From an optimization exercise on the open Yosys and OpenROAD flow, aimed at small area and a short achievable clock period; shortcuts taken in it are not production practice.
The RTL was checked by simulation tests, not by an equivalence proof against the original design.

==> design.v <==
module rgb2hsv(
        input clock,
        input reset_n,
        input in_valid,
        input [7:0] in_red,
        input [7:0] in_green,
        input [7:0] in_blue,
        input in_visual,
        input in_done,
        output out_valid,
        output [7:0] out_red,
        output [7:0] out_green,
        output [7:0] out_blue,
        output [7:0] out_hue,
        output [7:0] out_saturation,
        output [7:0] out_brightness,
        output out_visual,
        output out_done
    );
    reg valid1;
    reg [7:0] red1;
    reg [7:0] green1;
    reg [7:0] blue1;
    reg visual1;
    reg done1;
    reg [7:0] max_value1;
    reg [1:0] max_index1;
    reg [7:0] min_value1;
    reg [1:0] min_index1;
    always @(posedge clock)
    begin
        if (reset_n) begin
            valid1 <= in_valid;
            red1[7:0] <= in_red[7:0];
            green1[7:0] <= in_green[7:0];
            blue1[7:0] <= in_blue[7:0];
            visual1 <= in_visual;
            done1 <= in_done;
            if (in_red >= in_green) begin
                if (in_red >= in_blue) begin
                    max_value1[7:0] <= in_red[7:0];
                    max_index1[1:0] <= 1;
                end
                else begin
                    max_value1[7:0] <= in_blue[7:0];
                    max_index1[1:0] <= 3;
                end
            end
            else begin
                if (in_blue >= in_green) begin
                    max_value1[7:0] <= in_blue[7:0];
                    max_index1[1:0] <= 3;
                end
                else begin
                    max_value1[7:0] <= in_green[7:0];
                    max_index1[1:0] <= 2;
                end
            end
            if (in_red < in_green) begin
                if (in_red < in_blue) begin
                    min_value1[7:0] <= in_red[7:0];
                    min_index1[1:0] <= 1;
                end
                else begin
                    min_value1[7:0] <= in_blue[7:0];
                    min_index1[1:0] <= 3;
                end
            end
            else begin
                if (in_blue < in_green) begin
                    min_value1[7:0] <= in_blue[7:0];
                    min_index1[1:0] <= 3;
                end
                else begin
                    min_value1[7:0] <= in_green[7:0];
                    min_index1[1:0] <= 2;
                end
            end
        end 
        else begin
            valid1 <= 1'b0;
            red1[7:0] <= 8'b0;
            green1[7:0] <= 8'b0;
            blue1[7:0] <= 8'b0;
            visual1 <= 1'b0;
            done1 <= 1'b0;
            max_value1[7:0] <= 8'd0;
            max_index1[1:0] <= 2'd0; 
            min_value1[7:0] <= 8'd0; 
            min_index1[1:0] <= 2'd0;
        end
    end
    reg valid2;
    reg [7:0] red2;
    reg [7:0] green2;
    reg [7:0] blue2;
    reg visual2;
    reg done2;
    reg [7:0] dif2;
    reg [7:0] max_value2;
    reg [1:0] max_index2;
    reg [7:0] min_value2;
    reg [1:0] min_index2;
    always @(posedge clock)
    begin
        if (reset_n) begin
            valid2 <= valid1;
            red2[7:0] <= red1[7:0];
            green2[7:0] <= green1[7:0];
            blue2[7:0] <= blue1[7:0];
            visual2 <= visual1;
            done2 <= done1;
            dif2[7:0] <= max_value1[7:0] - min_value1[7:0];
            max_value2[7:0] <= max_value1[7:0];
            max_index2[1:0] <= max_index1[1:0];
            min_value2[7:0] <= min_value1[7:0];
            min_index2[1:0] <= min_index1[1:0];
        end 
        else begin
            valid2 <= 1'b0;
            red2[7:0] <= 8'b0;
            green2[7:0] <= 8'b0;
            blue2[7:0] <= 8'b0;
            visual2 <= 1'b0;
            done2 <= 1'b0;
            dif2[7:0] <= 8'd0;
            max_value2[7:0] <= 8'd0;
            max_index2[1:0] <= 2'd0;
            min_value2[7:0] <= 8'd0; 
            min_index2[1:0] <= 2'd0;
        end
    end
    reg valid3;
    reg [7:0] red3;
    reg [7:0] green3;
    reg [7:0] blue3;
    reg visual3;
    reg done3;
    reg [11:0] hue3;
    reg [7:0] dif3;
    reg [7:0] max_value3;
    reg [1:0] max_index3;
    reg [7:0] min_value3;
    reg [1:0] min_index3;
    always @(posedge clock)
    begin
        if (reset_n) begin
            valid3 <= valid2;
            red3[7:0] <= red2[7:0];
            green3[7:0] <= green2[7:0];
            blue3[7:0] <= blue2[7:0];
            visual3 <= visual2;
            done3 <= done2;
            dif3[7:0] <= dif2[7:0];
            max_value3[7:0] <= max_value2[7:0];
            max_index3[1:0] <= max_index2[1:0];
            min_value3[7:0] <= min_value2[7:0];
            min_index3[1:0] <= min_index2[1:0];
            if (dif2 > 0) begin
                if (max_index2 == 1) begin
                    if (green2 < blue2) begin
                        hue3[11:0] <= ((blue2 - green2) << 4);
                    end
                    else begin
                        hue3[11:0] <= ((green2 - blue2) << 4);
                    end
                end
                if (max_index2 == 2) begin
                    if (blue2 < red2) begin
                        hue3[11:0] <= ((red2 - blue2) << 4);
                    end
                    else begin
                        hue3[11:0] <= ((blue2 - red2) << 4);
                    end
                end
                if (max_index2 == 3) begin
                    if (red2 < green2) begin
                        hue3[11:0] <= ((green2 - red2) << 4);
                    end
                    else begin
                        hue3[11:0] <= ((red2 - green2) << 4);
                    end
                end
            end
            else begin
                hue3[11:0] <= 12'd0;             
            end
        end
        else begin
            valid3 <= 1'b0;
            red3[7:0] <= 8'b0;
            green3[7:0] <= 8'b0;
            blue3[7:0] <= 8'b0;
            visual3 <= 1'b0;
            done3 <= 1'b0;
            hue3[11:0] <= 12'd0;
            dif3[7:0] <= 8'd0;
            max_value3[7:0] <= 8'd0;
            max_index3[1:0] <= 2'd0;
            min_value3[7:0] <= 8'd0;
            min_index3[1:0] <= 2'd0;
        end
    end
    reg valid4;
    reg [7:0] red4;
    reg [7:0] green4;
    reg [7:0] blue4;
    reg visual4;
    reg done4;
    reg [11:0] hue4;
    reg [7:0] dif4;
    reg [7:0] max_value4;
    reg [1:0] max_index4;
    always @(posedge clock)
    begin
        if (reset_n) begin
            valid4 <= valid3;
            red4[7:0] <= red3[7:0];
            green4[7:0] <= green3[7:0];
            blue4[7:0] <= blue3[7:0];
            visual4 <= visual3;
            done4 <= done3;          
            dif4[7:0] <= dif3[7:0];
            max_value4[7:0] <= max_value3[7:0];
            max_index4 <= max_index3;
            hue4[11:0] <= (hue3 / dif3);
        end
        else begin
            valid4 <= 1'b0;
            red4[7:0] <= 8'b0;
            green4[7:0] <= 8'b0;
            blue4[7:0] <= 8'b0;
            visual4 <= 1'b0;
            done4 <= 1'b0;
            hue4[11:0] <= 12'd0;
            dif4[7:0] <= 8'd0;
            max_value4 <= 8'd0;
            max_index4[1:0] <= 2'd0;
        end
    end
    reg valid5;
    reg [7:0] red5;
    reg [7:0] green5;
    reg [7:0] blue5;
    reg visual5;
    reg done5;
    reg [11:0] hue5;
    reg [7:0] dif5;
    reg [7:0] max_value5;
    always @(posedge clock)
    begin
        if (reset_n) begin
            valid5 <= valid4;
            red5[7:0] <= red4[7:0];
            green5[7:0] <= green4[7:0];
            blue5[7:0] <= blue4[7:0];
            visual5 <= visual4;
            done5 <= done4;
            dif5[7:0] <= dif4[7:0];
            max_value5[7:0] <= max_value4[7:0];
            if (dif4 > 0) begin
                if (max_index4 == 1) begin
                    if (green4 < blue4) begin
                        hue5[11:0] <= 96 - hue4;
                    end
                    else begin
                        hue5[11:0] <= 0 + hue4;
                    end
                end
                if (max_index4 == 2) begin
                    if (blue4 < red4) begin
                        hue5[11:0] <= 32 - hue4;
                    end
                    else begin
                        hue5[11:0] <= 32 + hue4;
                    end
                end
                if (max_index4 == 3) begin
                    if (red4 < green4) begin
                        hue5[11:0] <= 64 - hue4;
                    end
                    else begin
                        hue5[11:0] <= 64 + hue4;
                    end
                end
            end
            else begin
                hue5[11:0] <= 12'd0;             
            end
        end
        else begin
            valid5 <= 1'b0;
            red5[7:0] <= 8'b0;
            green5[7:0] <= 8'b0;
            blue5[7:0] <= 8'b0;
            visual5 <= 1'b0;
            done5 <= 1'b0;
            dif5[7:0] <= 8'd0;
            max_value5[7:0] <= 8'd0;
            hue5[11:0] <= 12'd0;
        end
    end
    reg valid;
    reg [7:0] red;
    reg [7:0] green;
    reg [7:0] blue;
    reg visual;
    reg done;
    reg [18:0] hue;
    reg [7:0] saturation;
    reg [7:0] max_value;
    always @(posedge clock)
    begin
        if (reset_n) begin
            valid <= valid5;
            red[7:0] <= red5[7:0];
            green[7:0] <= green5[7:0];
            blue[7:0] <= blue5[7:0];
            visual <= visual5;
            done <= done5;
            max_value[7:0] <= max_value5[7:0];
            hue[18:0] <= (85 * hue5);
            if (max_value5 == 0) begin
                saturation[7:0] <= 8'd0;
            end
            else begin
                saturation[7:0] <= 255 * dif5 / max_value5;
            end
        end
        else begin 
            valid <= 1'b0;
            red[7:0] <= 8'b0;
            green[7:0] <= 8'b0;
            blue[7:0] <= 8'b0;
            visual <= 1'b0;
            done <= 1'b0;
            max_value[7:0] <= 8'd0;
            hue[18:0] <= 19'd0;
            saturation [7:0] <= 8'd0;
        end
    end
    assign out_valid = valid;
    assign out_red[7:0] = red[7:0];
    assign out_green[7:0] = green[7:0];  
    assign out_blue[7:0] = blue[7:0];
    assign out_hue[7:0] = hue[12:5];
    assign out_saturation[7:0] = saturation[7:0];
    assign out_brightness[7:0] = max_value[7:0];
    assign out_visual = visual;
    assign out_done = done;
endmodule
==> run.sh <==
#!/bin/bash
# synth_recipe.tcl (not shown) runs the flow's synth.tcl, then flattens the netlist and writes it again
# the make line also repeats each setting of config.mk as NAME=value (left out here)
make -C /OpenROAD-flow-scripts/flow DESIGN_CONFIG=/design/flow/config.mk WORK_HOME=/design/flow/orfs CLKGATE_MAP_FILE= SYNTH_SCRIPT=/design/flow/synth_recipe.tcl finish
==> config.mk <==
export PLATFORM = sky130hd
export DESIGN_NAME = rgb2hsv
export DESIGN_NICKNAME = rgb2hsv
export VERILOG_FILES = /design/flow/design.v
export SDC_FILE = /design/flow/constraint.sdc
export NUM_CORES = 4
export LEC_CHECK = 0
export CAP_MARGIN = 20
export CORE_MARGIN = 2
export CORE_UTILIZATION = 40
export SLEW_MARGIN = 20
==> constraint.sdc <==
create_clock -name core_clock -period 80.0 [get_ports {clock}]
set_input_delay 16.0000 -clock core_clock [delete_from_list [all_inputs] [get_ports {clock}]]
set_output_delay 16.0000 -clock core_clock [all_outputs]
set_load 0.01 [all_outputs]
==> impl_metrics.yaml <==
critical_path:
  critPathSlowestCell: "or4_4"
  cp_slowest_stage_delay_ns: 0.66
  crit_start: "max_value5[7]"
  r2r_setup_slack_ns: 5.27
  setup.worst_path.class: "reg -> reg"
  r2r_start: "max_value5[7]"
  required_ns: 80.42
  worst_setup_path_start_kind: "register"
  r2r_cells: 377
  path_common_cell: "o21a_1"
  reg2reg_to: "saturation[0]"
  end_kind: "register"
  worstPathArrival_ns: 75.15
  crit_fanout: 16
sta:
  worstMarginPinSlew_ns: 1.15
  finalHoldViolCount: 0
  max_clock_freq_mhz: 13.4
  setup_viol: 0
  final.period_utilization_pct: 93.4
  relSlewSlack_pct: 23.4
  setup_slack_ns: 5.27
  slew_viol_final: 0
  fin_skew_ns: 0.0376
  period_minus_slack_ns: 74.73
  fin_setup_tns_ns: 0
die:
  ioPinCount: 80
  num_rows: 110
  core_um2: 89900
  die_area_um2: 93000
  die_x_um: 305
  start_util_pct: 40.3
  chipHeight_um: 305
clocking:
  h-tree-depth: 2
  cts_max_path_buffers: 3
  cts.reportedPaths.clkPinSlew_ns: 0.07
  numCtsBuffers: 36
  cts.sinks: 306
  clk_latency_ns: 0.59
  cts_tree: "yes"
  cts_root_buf: "clkbuf_16"
  ctsHoldBuffers: 0
placed_design:
  port-buffer-count: 79
  gp_congestion: 0.941
  pre_cts_slack_ns: -1.83
  hpwl_mm: 81.1
grt:
  first_global_vias: 32900
  grt_overflow: 0
  antenna_found_initial: 1
  grt_pass1_wl_mm: 170
  track_usage_pct: 21.7
  grt_max_degree: 90
finish:
  seq_area_um2: 6130
  fin_nets: 5318
  syn_to_final_growth_pct: 12.1
  drive_above_1_share_pct: 10.2
  multi_input_area_um2: 29200
  diodes: 0
  fill_cells: 9040
  largestRegisters: "hue4 x12, hue5 x12"
  final_core_util_pct: 45.2
routing:
  detail_route.first_pass.iterations: 6
  drtIter0Drc: 2139
  vias: 34400
  finalWirelength_mm: 104
  drc: 0
  wire_per_inst_um: 17.4
  postRouteAntennaNets: 0
  via_per_inst: 5.75
synth:
  synth.area.top_cells: "dfxtp_1 (17%), ha_1 (16%), nor2_1 (4.7%)"
  synth.most_common_cell: "ha_1"
  ys_seq_area_share_pct: 16.9
  syn_area_um2: 36200
  synthArstFlopShare_pct: 0
  ys_seq_elements: 306
  yosys.area.top_type: "dfxtp_1"
  ys_top_cells_by_count: "ha_1 (459), nor2_1 (455), nand2_1 (324)"
  netlist_instances: 4675
  avgSynthCellArea_um2: 7.75
  synth_top_area_share_pct: 16.9
  yosys_warnings: 1
  synthDistinctLibCells: 141
  synthFlopType: "dfxtp_1"
  synth_edf_count: 0
hold_path:
  min-delay-start: "max_value3[4]"
  min_path_type: "reg -> reg"
  min_path_cells: 1
  hold_end: "max_value4[4]"
run_status:
  status: "no timing/DRC/antenna violations"
flow_run:
  drv_cap: 0
## final cells by class
type	instances	area share (%)
multi-input cells	3989	71.9
flip-flops and latches	306	15.1
repair buffers	186	3.93
well taps	1176	3.62
clock buffers	48	2.50
inverters	268	2.48
clock inverters	16	0.450
## what timing repair did
| action | 4_1_cts | 5_1_grt |
|---|---|---|
| gates resized for setup | 16 | 106 |
| setup buffers | 4 | 31 |
| setup endpoints to repair | 1 | 3 |
| gates cloned | 0 | 2 |
| pin swaps | 2 | 19 |
## logic make-up (layout without fill, tap and decap cells)
kind of cell	after synthesis	in the layout	share of synthesized area, %
muxes	137	137	4.20
other	1	16	0.0104
AOI/OAI and AO/OA	1281	1281	25.0
adders and majority gates	502	502	18.2
buffers and inverters	396	518	4.19
xor gates and xnor gates	204	204	4.97
and+or+nand+nor	1848	1849	26.5
DFF	306	306	16.9
## cell usage in the layout (no fill, tap or decap), types with 84 or more instances in the layout
cell type / instances
o21ai_0: 180
nand2_1: 319
buf_4: 105
o21a_1: 215
nand3_1: 84
and2_1: 197
xnor2_1: 135
inv_1: 267
o31ai_1: 89
dfxtp_1: 306
nor3_1: 270
a21oi_1: 222
ha_1: 457
a21o_1: 88
nor2_1: 442
## routing by layer
metal  part of all wire (%)  global-route usage [%]  wire [um]
met5                      0                       0          0
met4                    1.8                    4.93       1920
met3                    4.4                    2.33       4550
met2                     45                    36.2      47100
met1                     48                    29.9      50400
## stage by stage
step                      cells  area [um2]  hold WS (ns)
after floorplan            4690       36300         0.412
after global placement     5888       38600         0.412
after detailed placement   5888       38600         0.417
after CTS                  5956       39900         0.413
after global routing       5989       40600         0.417
final                      5989       40600         0.417
## critical path: cells and delay by family (launching register included)
family / cells / cell delay (ns)
and+or+nand+nor: 124 / 24.11
adders and majority gates: 30 / 8.83
DFF: 1 / 0.41
AOI/OAI and AO/OA: 196 / 35.72
muxes: 10 / 3.12
buffers and inverters: 17 / 2.28
## how the worst max path moves through the flow
stage / to / slack [ns] / cells after the start
2_1_floorplan: saturation[0] / 0.84 / 393
3_3_place_gp: saturation[0] / 0.37 / 373
3_5_place_dp: saturation[0] / -1.83 / 375
4_1_cts: saturation[0] / 0.08 / 379
5_1_grt: saturation[0] / -0.37 / 383
6_report: saturation[0] / 5.27 / 377

-- static timing again, ports no longer ideal --
How much do the figures lean on ideal ports? The routed layout below was timed once more, with nothing changed but the port constraints. Step 1: set_driving_cell puts a clkbuf_16 on clock and a buf_2 on each other input, an assumption about the parent block. Step 2 times the ports against the registers' clock, not the clock port: input delays grow and output delays shrink by t, the midpoint of the rising clock arrivals with the driver on. a / b / c = ideal / step 1 / step 2; a / b = the first two.
shift t [ns]: 0.633
slack for setup (ns): 5.274 / 5.274 / 5.274
worst data-port slew with drivers (ns): 0.04
After both steps this run still meets setup and hold. For this run, drivers alone change the setup slack by 0.000 ns; drivers and shift together by 0.000 ns.
